This is an optimization exercise on Yosys and OpenROAD, whose aim is small area, a short achievable clock period and few clock cycles per item, not a production implementation.
In this exercise RTL edits were held to simulation tests only and were not proved equivalent to the original.

// SNN
module SNN(
	input clk,
	input rst_n,
	input in_valid,
	input [7:0] img,
	input [7:0] ker,
	input [7:0] weight,
	output reg out_valid,
	output reg [9:0] out_data
);
Size in the first run: roughly 2800 cells after synthesis, about 480 flip-flops, ~38 I/O pins, about 33000 sq um of cells after synthesis.
clock: 15.0 ns
lec_check: 0
cap_margin: 20
core_margin: 2
core_utilization: 55
cts_buf_list: sky130_fd_sc_hd__clkbuf_8 sky130_fd_sc_hd__clkbuf_16
cts_cluster_diameter: 80
cts_cluster_size: 25
slew_margin: 20
synth_hierarchical: 1
standard.sh (not shown) runs the stock make flow with config.mk's settings and CLKGATE_MAP_FILE= SYNTH_SCRIPT=/design/flow/synth_recipe.tcl, a recipe that flattens the netlist after the stock synthesis.
==> flow/flow/run.sh <==
#!/bin/bash
set -euo pipefail
export BUFFER_PORTS_ARGS="-buffer_cell sky130_fd_sc_hd__buf_4"
export SETUP_SLACK_MARGIN=11.05
export CTS_ARGS="-sink_clustering_enable -repair_clock_nets -dont_use_dummy_load -sink_clustering_size 25 -sink_clustering_max_diameter 80 -buf_list {sky130_fd_sc_hd__clkbuf_8 sky130_fd_sc_hd__clkbuf_16}"
bash standard.sh > standard_flow.log 2>&1
The baseline produced a clean layout.
Testbench counts at the start, summed over its fixed seeds: cycles 25,920, items 320.
Then changed:
==> flow/flow/run.sh (replaced) <==
#!/bin/bash
set -euo pipefail
export BUFFER_PORTS_ARGS="-buffer_cell sky130_fd_sc_hd__buf_4"
export SETUP_SLACK_MARGIN=10.85
export CTS_ARGS="-sink_clustering_enable -repair_clock_nets -dont_use_dummy_load -sink_clustering_size 25 -sink_clustering_max_diameter 80 -buf_list {sky130_fd_sc_hd__clkbuf_8 sky130_fd_sc_hd__clkbuf_16}"
bash standard.sh > standard_flow.log 2>&1
Result:
- final area goes down by a few percent
- setup slack improved by 0.038 ns
- synthesized cell count stays the same
- worst hold slack got worse by 0.033 ns
- clock-buffer cell count goes up by 3
Then changed:
CORE_UTILIZATION = 45   (was 55)
Effect: Clock-buffer cell count is higher by 1; area after synthesis is unchanged; setup slack hardly moves; cell count is higher by 5.1%; die area grows by 22%; via count is about the same; first-iteration DRC count goes down by 1.3%; final area grows by 0.73%; global-route usage decreases by 5.9 points.
Then changed:
==> flow/run.sh (new file) <==
#!/bin/bash
# synth_recipe.tcl (not shown) runs the flow's synth.tcl, then flattens the netlist and writes it again
# the make line also repeats each setting of config.mk as NAME=value (left out here)
make -C /OpenROAD-flow-scripts/flow DESIGN_CONFIG=/design/flow/config.mk WORK_HOME=/design/flow/orfs CLKGATE_MAP_FILE= SYNTH_SCRIPT=/design/flow/synth_recipe.tcl finish
CORE_UTILIZATION = 55   (was 45)
removed: flow/flow/run.sh
removed: flow/standard.sh
After rerunning: Cell area goes down by 0.94%. Setup slack degrades by 0.43 ns. Routed wire length goes up by 4.5%. Count of clock-buffer cells in the layout falls by 3. Global-route usage went up by 6.0 points. Cell count falls by 5.0%. Area after synthesis stays the same. Hold slack improves by 0.054 ns. Die area shrinks by 18%.
Then changed:
==> flow/flow/run.sh (new file) <==
#!/bin/bash
set -euo pipefail
export BUFFER_PORTS_ARGS="-buffer_cell sky130_fd_sc_hd__buf_4"
export SETUP_SLACK_MARGIN=10.85
export CTS_ARGS="-sink_clustering_enable -repair_clock_nets -dont_use_dummy_load -sink_clustering_size 25 -sink_clustering_max_diameter 80 -buf_list {sky130_fd_sc_hd__clkbuf_8 sky130_fd_sc_hd__clkbuf_16}"
bash standard.sh > standard_flow.log 2>&1
==> flow/standard.sh (new file) <==
#!/bin/bash
# synth_recipe.tcl (not shown) runs the flow's synth.tcl, then flattens the netlist and writes it again
# the make line also repeats each setting of config.mk as NAME=value (left out here)
make -C /OpenROAD-flow-scripts/flow DESIGN_CONFIG=/design/flow/config.mk WORK_HOME=/design/flow/orfs CLKGATE_MAP_FILE= SYNTH_SCRIPT=/design/flow/synth_recipe.tcl "${@:-finish}"
CORE_UTILIZATION = 65   (was 55)
removed: flow/run.sh
Result: Routed wire length came out lower by 1.7%. Worst hold slack got worse by 0.035 ns. Cell count goes down by 2.5%. Via count increases by 2.6%. Global-route usage came out higher by 4.8 points. Area after synthesis does not change. Design area barely changes.

## what the ideal ports hide
The results above use ideal ports. As a check the final layouts listed here were re-extracted and re-timed, cells and wires unchanged.
Step 1, drivers: a clkbuf_16 drives clk and a buf_2 each remaining input, both assumed.
Step 2 adds t to the input delays and takes it off the output delays; t is the mean of the earliest and latest rising clock arrival at the registers after step 1. Input paths then give back, and output paths get back, about the clock's delay inside the block.
Three values: no drivers, after step 1, after step 2; two values: the first two.
run	t (ns)	setup slack, ns	hold WS [ns]	clock arrival spread, ns	slew at the worst register clock pin (ns)
the first run	0.656	10.870 / 10.839 / 10.870	0.317 / 0.317 / 0.317	0.093 / 0.092	0.10 / 0.10
the second run	0.614	10.908 / 10.842 / 10.934	0.284 / 0.284 / 0.284	0.107 / 0.108	0.09 / 0.09
the third run	0.611	10.907 / 10.846 / 10.907	0.273 / 0.273 / 0.273	0.077 / 0.077	0.10 / 0.10
the fourth run	0.683	10.479 / 10.417 / 10.568	0.328 / 0.328 / 0.328	0.043 / 0.043	0.10 / 0.10
the fifth run	0.654	10.878 / 10.818 / 10.888	0.293 / 0.293 / 0.293	0.066 / 0.066	0.10 / 0.10
After both steps setup and hold are still met in every run listed.
